This design comes from an exercise in tuning for small area on the open sky130 flow, not from production work. In this exercise RTL edits were held to simulation tests only and were not proved equivalent to the original. No driver is modelled on the clock port, so clocking that relies on it looks cheaper here than on a real chip. No activity file was given, so power comes from the tool's default toggle rates.

==> v25 <==
==> flow/design.v (excerpt) <==
module display(
	input wire clk,
	input wire user_btn,
	output wire [2:0] rgb_led,
	output wire digit_anode1,
	output wire digit_anode2,
	output wire digit_anode3,
	output wire digit_anode4,
	output wire segmentA,
	output wire segmentB,
	output wire segmentC,
	output wire segmentD,
	output wire segmentE,
	output wire segmentF,
	output wire segmentG
);
==> module decimal_to_7segment_digit, before the edit <==
module decimal_to_7segment_digit(
	input [3:0] decimal,
	output [6:0] segments
);
	assign segments[6] = (decimal[1]) | (~decimal[0] & ~decimal[2]) | (~decimal[2] & decimal[3]);  
	assign segments[5] = (decimal[0] & ~decimal[1]) | (~decimal[2]) | (decimal[0] & ~decimal[3]);  
	assign segments[4] = (decimal[0]) | (~decimal[1] & ~decimal[2]) | (decimal[1] & decimal[2]);  
	assign segments[3] = (~decimal[0] & decimal[1]) | (~decimal[0] & ~decimal[2]) | (decimal[1] & ~decimal[2]) | (decimal[1] & decimal[3]);  
	assign segments[2] = (~decimal[0] & decimal[1]) | (~decimal[0] & ~decimal[2]);  
	assign segments[1] = (~decimal[0] & ~decimal[1] & ~decimal[2]) | (~decimal[0] & decimal[1] & decimal[2]) | (decimal[3]);  
	assign segments[0] = (~decimal[0] & decimal[1]) | (decimal[1] & ~decimal[2]) | (decimal[3]);  
endmodule
==> module display, before the edit <==
module display(
	input wire clk,
	input wire user_btn,
	output wire [2:0] rgb_led,
	output wire digit_anode1,
	output wire digit_anode2,
	output wire digit_anode3,
	output wire digit_anode4,
	output wire segmentA,
	output wire segmentB,
	output wire segmentC,
	output wire segmentD,
	output wire segmentE,
	output wire segmentF,
	output wire segmentG
);
	wire rst = ~user_btn;
	localparam [7:0] TM = 8'haa;
	reg [7:0] ty;
	wire [7:0] tx = ty ^ TM;
	wire t52 = ~|tx[5:2];
	wire tick = tx[6] & t52 & ~tx[1] & ~tx[0];
	wire win = ~tx[7] & ~tx[6] & t52;
	always @(posedge clk)
		ty <= ((rst | tick) ? 8'h00 : {tx[6:0], tx[7] ^ ~(tx[2] & tx[6])}) ^ TM;
	reg [3:0] d;
	wire d_end = d[3] & d[2];       
	wire d_one = d == 4'd1;
	always @(posedge clk) begin
		if (rst | d_end) d <= 0;
		else d <= d + 1'b1;
	end
	reg [1:0] s;
	always @(posedge clk) begin
		if (rst) s <= 0;
		else if (d_end) s <= s + 1'b1;
	end
	reg [3:0] n0, n1y, n2, n3y;
	reg cf;
	wire [1:0] ph = s + d[1:0];
	wire ones_ent = ph == 2'd0;
	wire thou_ent = ph == 2'd3;
	wire n0_9 = (n0[0] & n0[3]);
	wire n1_9 = (~n1y[0] & ~n1y[3]);
	wire n2_9 = (n2[0] & n2[3]);
	wire n3_9 = (~n3y[0] & ~n3y[3]);
	wire n0_10 = (n0[1] & n0[3]);
	wire lower9 = (ph == 2'd0) | (n0_9 & ((ph == 2'd1) | (n1_9 & ((ph == 2'd2) | n2_9))));
	wire wrap = ones_ent & (tick | win) & n0_10 & ~n3_9;
	wire c_in = tick ? (lower9 & ~wrap) : (win & (ones_ent ? ~wrap : cf));
	wire c_out = c_in & n3_9;
	wire [3:0] n3_inc;
	assign n3_inc[0] = (n3y[0] & n3y[1]) | (n3y[0] & n3y[3]);
	assign n3_inc[1] = (n3y[0] & ~n3y[1] & n3y[3]) | (~n3y[0] & n3y[1] & n3y[3]) | (~n3y[0] & n3y[1] & thou_ent);
	assign n3_inc[2] = (n3y[0] & ~n3y[2]) | (n3y[1] & ~n3y[2]) | (~n3y[0] & ~n3y[1] & n3y[2]);
	assign n3_inc[3] = (~n3y[0] & ~n3y[1] & ~n3y[2]) | (n3y[0] & n3y[1] & ~n3y[3]) | (~n3y[0] & ~n3y[3] & thou_ent);
	always @(posedge clk) begin
		if (rst) begin
			n0 <= 4'h0; n2 <= 4'h0; n3y <= 4'h5;
		end else begin
			n0 <= c_in ? n3_inc : ~n3y;
			n2 <= ~n1y;
			n3y <= ~n2;
		end
		cf <= c_out;
		if (rst | wrap) n1y <= 4'hf;
		else n1y <= ~n0;
	end
	wire [3:0] sample;
	assign sample[0] = (n0[0]) | (~n0[1] & n0[2]);
	assign sample[1] = (n0[0] & n0[2]) | (n0[1] & ~n0[3]);
	assign sample[2] = (n0[2]);
	assign sample[3] = (~n0[1] & n0[2]) | (~n0[1] & n0[3]);
	reg [3:0] l;
	always @(posedge clk) begin
		if (rst) l <= 4'h4;
		else if (d_one) l <= sample;
	end
	wire [6:0] seg;
	decimal_to_7segment_digit conv (l, seg);
	assign rgb_led = 3'b111;
	assign digit_anode4 = ~(s == 2'd0);
	assign digit_anode3 = ~(s == 2'd1);
	assign digit_anode2 = ~(s == 2'd2);
	assign digit_anode1 = ~(s == 2'd3);
	assign {segmentA, segmentB, segmentC, segmentD, segmentE, segmentF, segmentG} = seg;
endmodule
==> flow/config.mk <==
export PLATFORM = sky130hd
export DESIGN_NAME = display
export DESIGN_NICKNAME = display
export VERILOG_FILES = /design/flow/design.v
export SDC_FILE = /design/flow/constraint.sdc
export NUM_CORES = 4
export LEC_CHECK = 0
export CAP_MARGIN = 20
export CORE_MARGIN = 2
export CORE_UTILIZATION = 40
export SLEW_MARGIN = 20
==> flow/constraint.sdc <==
create_clock -name core_clock -period 20.0 [get_ports {clk}]
set_input_delay 4.0000 -clock core_clock [delete_from_list [all_inputs] [get_ports {clk}]]
set_output_delay 4.0000 -clock core_clock [all_outputs]
set_load 0.01 [all_outputs]
standard.sh (not shown) runs the stock make flow with config.mk's settings and CLKGATE_MAP_FILE= SYNTH_SCRIPT=/design/flow/synth_recipe.tcl, a recipe that flattens the netlist after the stock synthesis.
==> flow/flow/run.sh <==
#!/bin/bash
# Standard layout, with area-oriented ABC scripts in synthesis (registers
# untouched), smaller port buffers, a clock tree of two buffers fed by the
# clock port (manual_cts.tcl, in place of TritonCTS's tree), and one tie cell
# for the constant outputs. Each tool's output is in orfs/logs/ and make's in
# make_flow.log.
set -euo pipefail
W=$PWD
sed -e "s#SYNTH_SCRIPT=[^ ]*#SYNTH_SCRIPT=$W/flow/my_synth.tcl#" standard.sh > my_standard.sh
export MY_FLOW_DIR=$W/flow
export BUFFER_PORTS_ARGS="-buffer_cell sky130_fd_sc_hd__buf_1"
export CTS_ARGS="-sink_clustering_enable -repair_clock_nets -dont_use_dummy_load"
export PRE_CTS_TCL=$W/flow/manual_cts.tcl
export MY_CLK_NET=clk MY_CLK_BUF=sky130_fd_sc_hd__clkbuf_8 MY_CLK_NBUF=2
export SKIP_REPAIR_TIE_FANOUT=1
bash my_standard.sh > make_flow.log 2>&1
==> flow/flow/abc_x06.script <==
strash
&get -n
&deepsyn -T 8 -S 1
&put
dch -f
map -a
topo
==> flow/flow/abc_x08.script <==
strash
&get -n
&deepsyn -T 8 -S 2
&put
dc2
dch -f
amap
topo
==> flow/flow/abc_x10.script <==
strash
&get -n
&deepsyn -T 8 -S 3
&put
dch -f
amap
topo
==> flow/flow/abc_x11.script <==
strash
&get -n
&deepsyn -T 8 -S 3
&put
dc2
dch -f
amap
topo
==> flow/flow/abc_x12.script <==
strash
&get -n
&deepsyn -T 8 -S 3
&put
dch -f
map -a
topo
==> flow/flow/abc_x15.script <==
strash
&get -n
&deepsyn -T 8 -S 4
&put
dch -f
map -a
topo
==> flow/flow/abc_x16.script <==
strash
&get -n
&deepsyn -T 8 -S 5
&put
dch -f
amap
topo
==> flow/flow/abc_x17.script <==
strash
&get -n
&deepsyn -T 8 -S 5
&put
dc2
dch -f
amap
topo
==> flow/flow/abc_x19.script <==
strash
&get -n
&deepsyn -T 8 -S 6
&put
dch -f
amap
topo
==> flow/flow/abc_x22.script <==
strash
&get -n
&deepsyn -T 8 -S 7
&put
dch -f
amap
topo
==> flow/flow/manual_cts.tcl <==
# Drive the registers' clock pins from a few clock buffers fed by the clock
# port, split by position, instead of TritonCTS's two-level tree.
set block [ord::get_db_block]
set clknet [$block findNet $::env(MY_CLK_NET)]
set master [[ord::get_db] findMaster $::env(MY_CLK_BUF)]
set nb $::env(MY_CLK_NBUF)
set sinks {}
foreach it [$clknet getITerms] {
  set inst [$it getInst]
  lappend sinks [list [lindex [$inst getLocation] 0] $it]
}
set sinks [lsort -integer -index 0 $sinks]
set n [llength $sinks]
for {set b 0} {$b < $nb} {incr b} {
  set inst [odb::dbInst_create $block $master clkbuf_man_$b]
  set net [odb::dbNet_create $block clk_man_$b]
  $net setSigType CLOCK
  set lo [expr {$b * $n / $nb}]
  set hi [expr {($b + 1) * $n / $nb}]
  set sx 0; set sy 0
  for {set i $lo} {$i < $hi} {incr i} {
    set it [lindex [lindex $sinks $i] 1]
    set loc [[$it getInst] getLocation]
    set sx [expr {$sx + [lindex $loc 0]}]
    set sy [expr {$sy + [lindex $loc 1]}]
    $it disconnect
    $it connect $net
  }
  [$inst findITerm A] connect $clknet
  [$inst findITerm X] connect $net
  $inst setLocation [expr {$sx / ($hi - $lo)}] [expr {$sy / ($hi - $lo)}]
  $inst setPlacementStatus PLACED
}
global_connect
set_cts_config -skip_nets $::env(MY_CLK_NET)
Other scripts of this flow, unchanged in this note and not shown: flow/flow/abc_1.script, flow/flow/abc_2.script, flow/flow/abc_3.script, flow/flow/abc_4.script, flow/flow/abc_5.script, flow/flow/my_synth.tcl
==> inputs of v21, as changes to v25 <==
--- a/flow/design.v
+++ b/flow/design.v
@@ -4,9 +4,9 @@
 );
-	assign segments[6] = (decimal[1]) | (~decimal[0] & ~decimal[2]) | (~decimal[2] & decimal[3]);  
-	assign segments[5] = (decimal[0] & ~decimal[1]) | (~decimal[2]) | (decimal[0] & ~decimal[3]);  
-	assign segments[4] = (decimal[0]) | (~decimal[1] & ~decimal[2]) | (decimal[1] & decimal[2]);  
-	assign segments[3] = (~decimal[0] & decimal[1]) | (~decimal[0] & ~decimal[2]) | (decimal[1] & ~decimal[2]) | (decimal[1] & decimal[3]);  
+	assign segments[6] = (~decimal[0] & ~decimal[2]) | (decimal[0] & ~decimal[1] & decimal[2]) | (decimal[1] & ~decimal[3]) | (~decimal[1] & decimal[3]);  
+	assign segments[5] = (~decimal[0] & ~decimal[1]) | (~decimal[2]) | (decimal[0] & decimal[1] & ~decimal[3]);  
+	assign segments[4] = (~decimal[1]) | (decimal[0] & ~decimal[2]) | (~decimal[0] & decimal[3]) | (decimal[2] & ~decimal[3]);  
+	assign segments[3] = (~decimal[0] & decimal[1]) | (~decimal[0] & ~decimal[2]) | (decimal[1] & ~decimal[2]) | (decimal[0] & ~decimal[1] & decimal[2]);  
 	assign segments[2] = (~decimal[0] & decimal[1]) | (~decimal[0] & ~decimal[2]);  
-	assign segments[1] = (~decimal[0] & ~decimal[1] & ~decimal[2]) | (~decimal[0] & decimal[1] & decimal[2]) | (decimal[3]);  
-	assign segments[0] = (~decimal[0] & decimal[1]) | (decimal[1] & ~decimal[2]) | (decimal[3]);  
+	assign segments[1] = (~decimal[0] & ~decimal[1]) | (~decimal[0] & decimal[2]) | (~decimal[1] & decimal[2]) | (~decimal[2] & decimal[3]);  
+	assign segments[0] = (~decimal[0] & decimal[2]) | (~decimal[1] & decimal[2]) | (~decimal[1] & decimal[3]) | (decimal[1] & ~decimal[2] & ~decimal[3]);  
 endmodule
@@ -50,3 +50,3 @@
 	reg [3:0] n0, n1y, n2, n3y;
-	reg cf;
+	reg cf;       
 	wire [1:0] ph = s + d[1:0];
@@ -71,2 +71,3 @@
 			n0 <= 4'h0; n2 <= 4'h0; n3y <= 4'h5;
+			cf <= 0;
 		end else begin
@@ -75,4 +76,4 @@
 			n3y <= ~n2;
+			cf <= c_out & ~thou_ent;
 		end
-		cf <= c_out;
 		if (rst | wrap) n1y <= 4'hf;
@@ -81,9 +82,9 @@
 	wire [3:0] sample;
-	assign sample[0] = (n0[0]) | (~n0[1] & n0[2]);
-	assign sample[1] = (n0[0] & n0[2]) | (n0[1] & ~n0[3]);
+	assign sample[0] = (n0[0]);
+	assign sample[1] = (n0[1]);
 	assign sample[2] = (n0[2]);
-	assign sample[3] = (~n0[1] & n0[2]) | (~n0[1] & n0[3]);
+	assign sample[3] = (n0[3]);
 	reg [3:0] l;
 	always @(posedge clk) begin
-		if (rst) l <= 4'h4;
+		if (rst) l <= 4'hf;
 		else if (d_one) l <= sample;
==> flow/flow/run.sh (replaced) <==
#!/bin/bash
# Standard layout, with area-oriented ABC scripts in synthesis (registers
# untouched), smaller port buffers and a smaller clock tree.
set -euo pipefail
W=$PWD
sed -e "s#SYNTH_SCRIPT=[^ ]*#SYNTH_SCRIPT=$W/flow/my_synth.tcl#" standard.sh > my_standard.sh
export MY_FLOW_DIR=$W/flow
export BUFFER_PORTS_ARGS="-buffer_cell sky130_fd_sc_hd__buf_1"
export CTS_ARGS="-sink_clustering_enable -sink_clustering_levels 1 -sink_clustering_size 40 -sink_clustering_max_diameter 1000 -repair_clock_nets -dont_use_dummy_load -buf_list {sky130_fd_sc_hd__clkbuf_8}"
export SKIP_REPAIR_TIE_FANOUT=1
bash my_standard.sh > make_flow.log 2>&1
removed: flow/flow/abc_x06.script
removed: flow/flow/abc_x08.script
removed: flow/flow/abc_x10.script
removed: flow/flow/abc_x11.script
removed: flow/flow/abc_x12.script
removed: flow/flow/abc_x15.script
removed: flow/flow/abc_x16.script
removed: flow/flow/abc_x17.script
removed: flow/flow/abc_x19.script
removed: flow/flow/abc_x22.script
removed: flow/flow/manual_cts.tcl
==> qor summary <==
Outcome: v21 finished clean; v25 finished clean
Met3 track demand over resource: v21 6.40%; v25 1.08%
Arrival @ worst endpoint: v21 1.56 ns; v25 1.26 ns
Register-to-Register Setup Slack: v21 17.57 ns; v25 17.56 ns
Global routing met2 resource utilization: v21 22.7%; v25 22.4%
Sequential power: v21 76.0 uW; v25 74.6 uW
Number of global-route vias before repair: v21 948; v25 926
Post-layout instance area: v21 1420 um^2; v25 1370 um^2
Metal3 WL: v21 107 um; v25 62 um
Peak VDD IR: v21 0.0390 mV; v25 0.0477 mV
Transition time of the tightest slew-check pin: v21 0.521 ns; v25 0.531 ns
Worst stage delay on the critical path: v21 0.45 ns; v25 0.39 ns
Portion of the clock cycle consumed by the worst path in the final layout: v21 27.8%; v25 26.3%
Final wirelength: v21 2.25 mm; v25 2.33 mm
Placed wire-length estimate after detailed placement: v21 1.69 mm; v25 1.81 mm
Area occupied by multi-input gates: v21 507 um^2; v25 474 um^2

[afterwards: timing with drivers on the ports]
The results above use ideal ports. As a check the final layouts listed here were re-extracted and re-timed, cells and wires unchanged.
Step 1 (the two cells are an assumption about what drives the block):
set clk [get_ports {clk}]
set_driving_cell -lib_cell sky130_fd_sc_hd__clkbuf_16 $clk
set_driving_cell -lib_cell sky130_fd_sc_hd__buf_2 [delete_from_list [all_inputs] $clk]
Step 2 adds t to the input delays and takes it off the output delays; t is the mean of the earliest and latest rising clock arrival at the registers after step 1. Input paths then give back, and output paths get back, about the clock's delay inside the block.
Slacks: ideal ports / drivers / drivers and shift; pairs: ideal ports / drivers.
run	shift t [ns]	slack for setup (ns)	worst setup path at the end
v25	0.191	14.736 / 14.702 / 14.562	input to register
v21	0.300	14.439 / 14.415 / 14.311	input to register
After both steps every run listed still meets setup and hold. The setup slack of v25, which loses most, moves by -0.034 ns with the drivers and by -0.174 ns with both steps.
